Context: an optimization exercise on an open-source flow, tuned for small area and a short achievable clock period. The choices shown serve that exercise and are no tape-out recipe. RTL that was checked went through simulation tests only; none was proved equivalent to the original. Power is estimated from default activity; no workload was simulated.

## rev 12
## RGB_to_Gray
module RGB_to_Gray(input CLK, input [7:0] R, input [7:0] G, input [7:0] B, input In_Valid, output reg [7:0] Gray, output reg Out_Valid);
    reg [7:0] r, g, b; reg v0;
    always @(posedge CLK) begin r <= R; g <= G; b <= B; v0 <= In_Valid; end
    wire w8 = ({r[7], r[6], r[5], r[4], r[3], r[2], r[1], r[0]} >= 8'd2);
    wire w9 = ({r[7], r[6], r[5], r[4], r[3], r[2], r[1], r[0]} >= 8'd4);
    wire w10 = ({r[7], r[6], r[5], r[4], r[3], r[2], r[1], r[0]} >= 8'd7);
    wire w11 = ({r[7], r[6], r[5], r[4], r[3], r[2], r[1], r[0]} >= 8'd14);
    wire w12 = ({r[7], r[6], r[5], r[4], r[3], r[2], r[1], r[0]} >= 8'd27);
    wire w13 = ({r[7], r[6], r[5], r[4], r[3], r[2], r[1], r[0]} >= 8'd54);
    wire w14 = ({r[7], r[6], r[5], r[4], r[3], r[2], r[1], r[0]} >= 8'd108);
    wire w15 = ({r[7], r[6], r[5], r[4], r[3], r[2], r[1], r[0]} >= 8'd215);
    wire w24 = ({g[7], g[6], g[5], g[4], g[3], g[2], g[1], g[0]} >= 8'd2);
    wire w25 = ({g[7], g[6], g[5], g[4], g[3], g[2], g[1], g[0]} >= 8'd4);
  ...
For scale: ~830 cells after synthesis, roughly 140 flip-flops, about 35 I/O pins, ~0.011 mm² of cells after synthesis.
clock: 16.0 ns
lec_check: 0
cap_margin: 20
core_margin: 2
core_utilization: 40
slew_margin: 20
synth_hierarchical: 1
synth_minimum_keep_size: 0
standard.sh (not shown) runs the stock make flow with config.mk's settings and CLKGATE_MAP_FILE= SYNTH_SCRIPT=/design/flow/synth_recipe.tcl, a recipe that flattens the netlist after the stock synthesis.
==> flow/flow/run.sh <==
#!/bin/bash
# Standard ORFS layout (standard synthesis unchanged); timing repair is asked to
# reach a setup slack of 11.9 ns at the design's own clock period and constraints.
set -euo pipefail
export SETUP_SLACK_MARGIN=11.9
export BUFFER_PORTS_ARGS="-buffer_cell sky130_fd_sc_hd__buf_2"
bash standard.sh synth > synth.log 2>&1
bash standard.sh > layout.log 2>&1
Modified inputs, rev 13 compared to rev 12
==> flow/run.sh (new file) <==
#!/bin/bash
# synth_recipe.tcl (not shown) runs the flow's synth.tcl, then flattens the netlist and writes it again
# the make line also repeats each setting of config.mk as NAME=value (left out here)
make -C /OpenROAD-flow-scripts/flow DESIGN_CONFIG=/design/flow/config.mk WORK_HOME=/design/flow/orfs CLKGATE_MAP_FILE= SYNTH_SCRIPT=/design/flow/synth_recipe.tcl finish
removed: flow/flow/run.sh
removed: flow/standard.sh
Findings:
The non-clock buffer count reported for rev 13 is greater than that of rev 12 by 1. Looking at critical path startpoint, the Gray[4] result is from rev 12; the Gray[3] one comes from rev 13. Compare rev 13 and rev 12 | combinational cell fraction of total power lower: rev 12. Of rev 13 and rev 12, the run reporting the higher worst ir drop on vdd was rev 13. Looking at first-pass GRT wire length, rev 13 sits about 0.5% above rev 12. Lower met3 layer wire length in the routed design among rev 13 and rev 12: rev 13.
Function was not checked in any run of this note: the RTL went through the layout flow alone.

========
## run A
Another version of the RTL of RGB_to_Gray (not shown whole).
For scale: roughly 660 cells after synthesis, roughly 150 flip-flops, roughly 35 I/O pins, roughly 9400 um^2 of cells after synthesis.
clock: 16.0 ns
lec_check: 0
cap_margin: 20
core_margin: 2
core_utilization: 60
cts_buf_list: sky130_fd_sc_hd__clkbuf_8
place_density: 0.75
slew_margin: 20
synth_hierarchical: 1
synth_minimum_keep_size: 0
==> flow/flow/run.sh <==
#!/bin/bash
# Standard ORFS layout with the standard synthesis unchanged. Port buffers are
# sky130_fd_sc_hd__buf_2, and timing repair is asked to reach a setup slack of
# 11.95 ns at the design's own clock period and constraints.
set -euo pipefail
export SETUP_SLACK_MARGIN=11.95
export CTS_ARGS="-sink_clustering_enable -repair_clock_nets -dont_use_dummy_load -buf_list sky130_fd_sc_hd__clkbuf_16 -sink_clustering_size 40 -sink_clustering_max_diameter 80"
export BUFFER_PORTS_ARGS="-buffer_cell sky130_fd_sc_hd__buf_2"
bash standard.sh synth > synth.log 2>&1
bash standard.sh > layout.log 2>&1
Run A completed; timing, DRC and antenna clean
Modified inputs, run B compared to run A
--- a/flow/flow/run.sh
+++ b/flow/flow/run.sh
@@ -6,3 +6,3 @@
 export SETUP_SLACK_MARGIN=11.95
-export CTS_ARGS="-sink_clustering_enable -repair_clock_nets -dont_use_dummy_load -buf_list sky130_fd_sc_hd__clkbuf_16 -sink_clustering_size 40 -sink_clustering_max_diameter 80"
+export CTS_ARGS="-sink_clustering_enable -repair_clock_nets -dont_use_dummy_load -buf_list sky130_fd_sc_hd__clkbuf_16 -sink_buffer_max_cap_derate 0.3"
 export BUFFER_PORTS_ARGS="-buffer_cell sky130_fd_sc_hd__buf_2"
==> comparison <==
- Fraction of met2 tracks used by global routing came out exactly the same in run B and run A.
- From run B to run A, count of inverters other than clock inverters in the layout did not move at all.
- Run B vs. run A: number of buffers on the longest clock path stayed essentially flat; synthesized area stayed essentially flat; largest driver fanout on the critical path stayed essentially flat; number of levels in the clock H-tree stayed essentially flat.
The inputs of run C differ from those of run B as listed below.
--- a/flow/flow/run.sh
+++ b/flow/flow/run.sh
@@ -6,3 +6,3 @@
 export SETUP_SLACK_MARGIN=11.95
-export CTS_ARGS="-sink_clustering_enable -repair_clock_nets -dont_use_dummy_load -buf_list sky130_fd_sc_hd__clkbuf_16 -sink_buffer_max_cap_derate 0.3"
+export CTS_ARGS="-sink_clustering_enable -repair_clock_nets -dont_use_dummy_load -buf_list sky130_fd_sc_hd__clkbuf_8"
 export BUFFER_PORTS_ARGS="-buffer_cell sky130_fd_sc_hd__buf_2"
--- outcome ---
- The detailed-route wire length per cell in run C was lower than what run B gave.
- Changes observed in run C relative to run B: number of signal-net buffers in the layout shrank by 13, total power shows a reduction of 120 uW.
- Compared with run B, in run C cell area decreased 3.0%, arrival time of data at the critical path endpoint picked up an extra 30 ps.
- Run C improves on run B in wire length after detailed routing.
- From run B to run C the numbers moved as follows: count of nets after finishing shows a reduction of 13, slack of the critical path shows a reduction of 33 ps, detail-routed via count per cell shows an increase of 0.080.

========
RGB_to_Gray, a different RTL version from the one above (not shown whole).
For scale: about 650 cells after synthesis, about 150 flip-flops, about 9400 um^2 of cells after synthesis.
Settings: LEC_CHECK=0, CAP_MARGIN=20, CORE_MARGIN=2, CORE_UTILIZATION=60, CTS_CLUSTER_DIAMETER=150, CTS_CLUSTER_SIZE=60, PLACE_DENSITY=0.75, SLEW_MARGIN=20, SYNTH_HIERARCHICAL=1, SYNTH_MINIMUM_KEEP_SIZE=0; clock period 16.0 ns.
==> flow/flow/run.sh <==
#!/bin/bash
# Standard ORFS layout with the standard synthesis unchanged. Port buffers are
# sky130_fd_sc_hd__buf_2, and timing repair is asked to reach a setup slack of
# 11.95 ns at the design's own clock period and constraints.
set -euo pipefail
export SETUP_SLACK_MARGIN=11.95
export BUFFER_PORTS_ARGS="-buffer_cell sky130_fd_sc_hd__buf_2"
bash standard.sh synth > synth.log 2>&1
bash standard.sh > layout.log 2>&1
The baseline completed without violations.
Rerun with:
--- a/flow/config.mk
+++ b/flow/config.mk
@@ -8,8 +8,6 @@
 export CAP_MARGIN = 20
 export CORE_MARGIN = 2
-export CORE_UTILIZATION = 60
-export CTS_CLUSTER_DIAMETER = 150
-export CTS_CLUSTER_SIZE = 60
-export PLACE_DENSITY = 0.75
+export CORE_UTILIZATION = 75
+export PLACE_DENSITY = 0.85
 export SLEW_MARGIN = 20
 export SYNTH_HIERARCHICAL = 1
Effect:
- register-to-register slack gets worse by 0.21 ns
- setup slack gets worse by 0.18 ns
- area after synthesis is unchanged
- global-route usage is higher by 14 points
- utilization is higher by 20 points
- sequential power is higher slightly
- design area is higher by a few percent
- first-iteration DRC count is higher by well over a third
- hold slack hardly moves
Rerun with:
--- a/flow/config.mk
+++ b/flow/config.mk
@@ -8,6 +8,7 @@
 export CAP_MARGIN = 20
 export CORE_MARGIN = 2
-export CORE_UTILIZATION = 75
-export PLACE_DENSITY = 0.85
+export CORE_UTILIZATION = 50
+export CTS_BUF_LIST = sky130_fd_sc_hd__clkbuf_8
+export PLACE_DENSITY = 0.65
 export SLEW_MARGIN = 20
 export SYNTH_HIERARCHICAL = 1
After rerunning: Final area falls by 2.5%. Wire length fell by 26%. First-iteration DRC count came out lower by 62%. Critical path depth decreases by 7. Worst hold slack gains 0.0049 ns.
Rerun with:
--- a/flow/config.mk
+++ b/flow/config.mk
@@ -8,7 +8,5 @@
 export CAP_MARGIN = 20
 export CORE_MARGIN = 2
-export CORE_UTILIZATION = 50
-export CTS_BUF_LIST = sky130_fd_sc_hd__clkbuf_8
-export PLACE_DENSITY = 0.65
+export CORE_UTILIZATION = 40
 export SLEW_MARGIN = 20
 export SYNTH_HIERARCHICAL = 1
After rerunning: Critical path depth rises by 11. Setup slack gets better by 0.011 ns. Synthesized area stays the same. Fmax stays flat. Die area rises by 24%. Utilization falls by 9.3 points. Design area rises by 3.0%. Routed wire length rises by 0.71%.
Rerun with:
==> flow/flow/run.sh (replaced) <==
#!/bin/bash
# Standard ORFS layout with the standard synthesis unchanged. Port buffers are
# sky130_fd_sc_hd__buf_2, and timing repair is asked to reach a setup slack of
# 11.90 ns at the design's own clock period and constraints.
set -euo pipefail
export SETUP_SLACK_MARGIN=11.90
export BUFFER_PORTS_ARGS="-buffer_cell sky130_fd_sc_hd__buf_2"
bash standard.sh synth > synth.log 2>&1
bash standard.sh > layout.log 2>&1
--- a/flow/config.mk
+++ b/flow/config.mk
@@ -8,5 +8,7 @@
 export CAP_MARGIN = 20
 export CORE_MARGIN = 2
-export CORE_UTILIZATION = 40
+export CORE_UTILIZATION = 60
+export CTS_BUF_LIST = sky130_fd_sc_hd__clkbuf_8
+export PLACE_DENSITY = 0.75
 export SLEW_MARGIN = 20
 export SYNTH_HIERARCHICAL = 1
Effect: Routed wire length drops by a few percent; register-to-register slack improved by 0.08 ns; global-route usage increases by 7.8 points; count of clock-buffer cells in the layout climbs by 1; final area is lower by a few percent; sequential share of layout area is higher by 0.84 points; worst hold slack is about the same; clock power goes down by a quarter to a third; die area falls by a quarter to a third; sequential power stays flat.
Rerun with:
==> flow/flow/run.sh (replaced) <==
#!/bin/bash
# Standard ORFS layout with the standard synthesis unchanged. Port buffers are
# sky130_fd_sc_hd__buf_2, and timing repair is asked to reach a setup slack of
# 12.00 ns at the design's own clock period and constraints.
set -euo pipefail
export SETUP_SLACK_MARGIN=12.00
export BUFFER_PORTS_ARGS="-buffer_cell sky130_fd_sc_hd__buf_2"
bash standard.sh synth > synth.log 2>&1
bash standard.sh > layout.log 2>&1
=>
- setup slack barely changes
- routed wire length rose by 1.9%
- global-route usage rose by 0.46 points
- final cell count fell by 1.3%
- total power rose by 0.94%
- clock skew fell by 0.0038 ns
- via count rose by 0.54%
- clock power stays flat
- die area is unchanged

==> re-timing with driven ports <==
The flow's constraints put no driver on any port. The routed layouts listed below were extracted and timed again, unchanged, in two steps. Step 1 (the two cells are an assumption about what drives the block):
set clk [get_ports {CLK}]
set_driving_cell -lib_cell sky130_fd_sc_hd__clkbuf_16 $clk
set_driving_cell -lib_cell sky130_fd_sc_hd__buf_2 [delete_from_list [all_inputs] $clk]
Step 2 times the ports against the registers' clock, not the clock port: input delays grow and output delays shrink by t, the midpoint of the rising clock arrivals with the driver on. Slacks: ideal ports / drivers / drivers and shift; pairs: ideal ports / drivers.
run | shift t [ns] | setup slack, ns | slew at the worst register clock pin (ns) | worst data-port slew with drivers (ns)
rev 12 | 0.467 | 11.939 / 11.892 / 12.061 | 0.07 / 0.07 | 0.03
rev 13 | 0.468 | 11.521 / 11.479 / 11.729 | 0.07 / 0.07 | 0.04
run A | 0.460 | 11.944 / 11.901 / 12.039 | 0.06 / 0.06 | 0.03
run B | 0.460 | 11.944 / 11.901 / 12.039 | 0.06 / 0.06 | 0.03
run C | 0.484 | 11.911 / 11.868 / 12.022 | 0.09 / 0.09 | 0.03
the first run of note 3 | 0.470 | 11.948 / 11.904 / 11.976 | 0.06 / 0.06 | 0.03
the second run of note 3 | 0.463 | 11.768 / 11.768 / 11.768 | 0.07 / 0.07 | 0.05
the third run of note 3 | 0.488 | 11.922 / 11.883 / 12.021 | 0.09 / 0.09 | 0.03
the fourth run of note 3 | 0.478 | 11.933 / 11.895 / 11.933 | 0.07 / 0.07 | 0.03
the fifth run of note 3 | 0.504 | 11.900 / 11.860 / 12.007 | 0.10 / 0.10 | 0.03
the sixth run of note 3 | 0.514 | 11.899 / 11.858 / 12.013 | 0.09 / 0.09 | 0.03
After both steps setup and hold are still met in every run listed.
